Source: an optimization exercise on an open RTL-to-GDS flow (aim: small area). Production flows keep margins and buffers that such runs may drop. Function was checked by simulation only, so behaviour that the tests miss may differ from the original. No driver is modelled on the clock port, so clock power and skew are understated where the tree is cut down; a real chip needs a root buffer or a tree. Power figures rest on the tool's default switching activity, not on a simulated workload.

main:
==> flow/design.v (excerpt) <==
module servo_ctrl_top (
	input  logic       clk,
	input  logic       rst_n,
	input  logic       KEY0,
	input  logic       KEY3,
	input  logic       KEY4,
	input  logic       SW0,
	input  logic       SW1,
	input  logic       SW2,
	input  logic       SW3,
	input  logic       SW4,
	output logic       servo1,
	output logic       servo2,
	output logic       servo3,
	output logic       servo4,
	output logic [6:0] seg_H,
	output logic [6:0] seg_M,
	output logic [6:0] seg_L);
	logic [3:0][5:0] aq;    
	logic [3:0]      ar;
	logic [3:0][5:0] pq;    
	logic [3:0]      pr;
	logic [5:0]      dq;    
	logic            dr;
	KEY_INPUT KEY_INPUT (
		.clk(clk), .rst_n(rst_n), .KEY0(KEY0), .KEY3(KEY3), .KEY4(KEY4),
		.SW1(SW1), .SW2(SW2), .SW3(SW3), .SW4(SW4),
		.aq(aq), .ar(ar), .dq(dq), .dr(dr));
	always_ff @(posedge clk)
		if (SW0) begin
			pq <= aq;
			pr <= ar;
		end
	PWM_SERVO_CONTROL PWM_SERVO_CONTROL (
		.clk(clk), .rst_n(rst_n), .nextangle(SW0), .pq(pq), .pr(pr),
		.servo({servo4, servo3, servo2, servo1}));
	logic [11:0] bcd;
	ANGLE_DECODE ANGLE_DECODE (.q(dq), .r(dr), .bcd(bcd));
	LED_7seg LED_7seg (
		.Data_in(bcd), .clk(clk),
		.seg_H(seg_H), .seg_M(seg_M), .seg_L(seg_L));
endmodule
==> module KEY_INPUT, before the edit <==
module KEY_INPUT(
	input  logic            clk,
	input  logic            rst_n,
	input  logic            KEY0,
	input  logic            KEY3,
	input  logic            KEY4,
	input  logic            SW1,
	input  logic            SW2,
	input  logic            SW3,
	input  logic            SW4,
	output logic [3:0][5:0] aq,
	output logic [3:0]      ar,
	output logic [5:0]      dq,
	output logic            dr);
	localparam logic [1:0] NONE = 2'd0, UP = 2'd2, DOWN = 2'd3, PRESET = 2'd1;
	logic [3:0][1:0] op;
	logic [3:0]      f;
	logic [3:0][5:0] vq;
	logic [3:0]      vr;
	logic [3:0] sel;
	assign sel[0] = rst_n & SW1 & ~SW2 & ~SW3 & ~SW4;
	assign sel[1] = rst_n & ~SW1 & SW2 & ~SW3 & ~SW4;
	assign sel[2] = rst_n & ~SW1 & ~SW2 & SW3 & ~SW4;
	assign sel[3] = rst_n & ~SW1 & ~SW2 & ~SW3 & SW4;
	wire any = |sel;
	wire keys_up = KEY0 & KEY3 & KEY4;
	logic [5:0] sq, svq;
	logic       sr, svr, sf;
	logic [1:0] sop;
	always_comb begin
		sq = '0; sr = 1'b0; svq = '0; svr = 1'b0; sop = '0; sf = 1'b0;
		for (int j = 0; j < 4; j++)
			if (sel[j]) begin
				sq  = sq  | aq[j];
				sr  = sr  | ar[j];
				svq = svq | vq[j];
				svr = svr | vr[j];
				sop = sop | op[j];
				sf  = sf  | f[j];
			end
	end
	wire [5:0] presetq = sel[2] ? 6'd33 : 6'd3;    
	wire pend = (sop != NONE);
	wire commit = keys_up & pend;
	logic [5:0] nq;
	logic       nr;
	always_comb begin
		nr = sr;
		case (sop)
			UP:      nq = sq + 6'd1;
			DOWN:    nq = sq - 6'd1;
			PRESET:  begin nq = presetq; nr = 1'b1; end
			default: nq = sq;
		endcase
	end
	logic [1:0] nop;
	always_comb begin
		if (keys_up)
			nop = NONE;
		else if (pend)
			nop = sop;
		else if (!KEY0)
			nop = ({1'b0, sq} + {6'd0, sr} <= 7'd59) ? UP : NONE;
		else if (!KEY3)
			nop = (sq != 6'd0) ? DOWN : NONE;
		else
			nop = (sq == presetq && sr) ? NONE : PRESET;
	end
	wire [6:0] wa = {nq, nr};
	wire [6:0] wv = {sq, sr};
	wire [1:0] wop = nop & {2{rst_n}};
	wire       wf = ~commit;
	always_ff @(posedge clk)
		for (int j = 0; j < 4; j++) begin
			if (!rst_n || (sel[j] && commit))
				{aq[j], ar[j]} <= wa;
			if (!rst_n || (sel[j] && sf))
				{vq[j], vr[j]} <= wv;
			if (!rst_n || sel[j]) begin
				op[j] <= wop;
				f[j] <= wf;
			end
		end
	always_ff @(posedge clk)
		if (!rst_n || any)
			{dq, dr} <= {svq, svr};
endmodule
export LEC_CHECK = 0
export ABC_AREA = 1
export CAP_MARGIN = 0
export CORE_MARGIN = 2
export CORE_UTILIZATION = 65
export GPL_TIMING_DRIVEN = 0
export SLEW_MARGIN = 0
create_clock -name core_clock -period 20.0 [get_ports {clk}]
standard.sh (not shown) runs the stock make flow with config.mk's settings and CLKGATE_MAP_FILE= SYNTH_SCRIPT=/design/flow/synth_recipe.tcl, a recipe that flattens the netlist after the stock synthesis.
==> flow/flow/run.sh <==
#!/bin/bash
# Own layout flow: the standard synthesis, its combinational logic re-mapped
# with a stronger ABC script (registers untouched), then the standard ORFS
# layout with smaller port buffers and a small hand-built clock tree.  Each tool logs to its own file.
set -euo pipefail
HERE=$(pwd)
RES=$HERE/orfs/results/sky130hd/servo_ctrl_top/base
LIB=$FLOW_HOME/platforms/sky130hd/lib/sky130_fd_sc_hd__tt_025C_1v80.lib

# 1. standard synthesis, unchanged
bash standard.sh synth > synth_std.log 2>&1
cp $RES/1_2_yosys.v $HERE/std_synth.v

# 2. re-map the combinational logic
mkdir -p $HERE/resyn
python3 flow/libfuncs.py $LIB > $HERE/resyn/comb_cells.v
python3 flow/ffstubs.py $LIB > $HERE/resyn/ff_stubs.v
DU=$(grep -o -- "-dont_use [A-Za-z0-9_]*" orfs/logs/sky130hd/servo_ctrl_top/base/1_2_yosys.log | sort -u | tr '\n' ' ')
export RESYN_DIR=$HERE/resyn RESYN_IN=$HERE/std_synth.v RESYN_OUT=$HERE/resyn/resyn.v \
  RESYN_TOP=$FLOW_TOP RESYN_ABC=$HERE/flow/resyn.abc RESYN_LIB=$LIB RESYN_DONT_USE="$DU"
if yosys -c flow/resyn.tcl > resyn.log 2>&1; then
  cp $HERE/resyn/resyn.v $RES/1_2_yosys.v
  rm -f $RES/1_synth.odb $RES/1_synth.sdc
else
  echo "resynthesis failed, keeping the standard netlist" >> resyn.log
fi

# 3. layout; the clock tree is built by flow/clock_tree.tcl (a PRE_CTS hook):
# a root buffer on the clock port drives eight clock buffers, each driving
# the registers of one region of the placement
export MANUAL_CTS_NET=clk MANUAL_CTS_GROUPS=8 \
  MANUAL_CTS_BUF=sky130_fd_sc_hd__clkbuf_8 MANUAL_CTS_ROOT=sky130_fd_sc_hd__clkbuf_4
bash standard.sh \
  "BUFFER_PORTS_ARGS=-buffer_cell sky130_fd_sc_hd__buf_1" \
  "PRE_CTS_TCL=$HERE/flow/clock_tree.tcl" \
  finish > layout.log 2>&1
Other scripts of this flow, unchanged in this note and not shown: flow/flow/clock_tree.tcl, flow/flow/ffstubs.py, flow/flow/libfuncs.py, flow/flow/resyn.abc, flow/flow/resyn.tcl
The inputs of the feature branch differ from those of main as listed below.
--- a/flow/design.v
+++ b/flow/design.v
@@ -13,5 +13,5 @@
 	output logic [5:0]      dq,
 	output logic            dr);
-	localparam logic [1:0] NONE = 2'd0, UP = 2'd2, DOWN = 2'd3, PRESET = 2'd1;
+	localparam logic [1:0] NONE = 2'd0, UP = 2'd1, DOWN = 2'd2, PRESET = 2'd3;
 	logic [3:0][1:0] op;
 	logic [3:0]      f;
## What came out
The feature branch: via count is 3.8% lower than what main reported. Looking at number of fill cells across the feature branch and main, the one that comes out higher is main. Final area of the feature branch exceeds that of main slightly. | met3 wire length | lower: the feature branch |. Cmp the feature branch vs main: total power of the final layout higher in the feature branch.
In every run of this note, the design's own scripts or RTL, not TritonCTS, make the clock network.

re-timing with driven ports:
The flow's constraints put no driver on any port. The routed layouts listed below were extracted and timed again, unchanged, in two steps. Step 1 assumes that a clkbuf_16 drives the clock port and a buf_2 every other input. Step 2 adds t to the input delays and takes it off the output delays; t is the mean of the earliest and latest rising clock arrival at the registers after step 1. Input paths then give back, and output paths get back, about the clock's delay inside the block. a / b / c = no drivers / after step 1 / after step 2; a / b = the first two.
run | shift t [ns] | setup slack, ns | slew at the worst register clock pin (ns) | cell pins on the clock port's net
main | 0.495 | 12.284 / 12.286 / 11.791 | 0.10 / 0.10 | 1
the feature branch | 0.496 | 12.256 / 12.257 / 11.761 | 0.10 / 0.10 | 1
After both steps setup and hold are still met in every run listed. The setup slack of the feature branch, which loses most, moves by +0.001 ns with the drivers and by -0.495 ns with both steps.
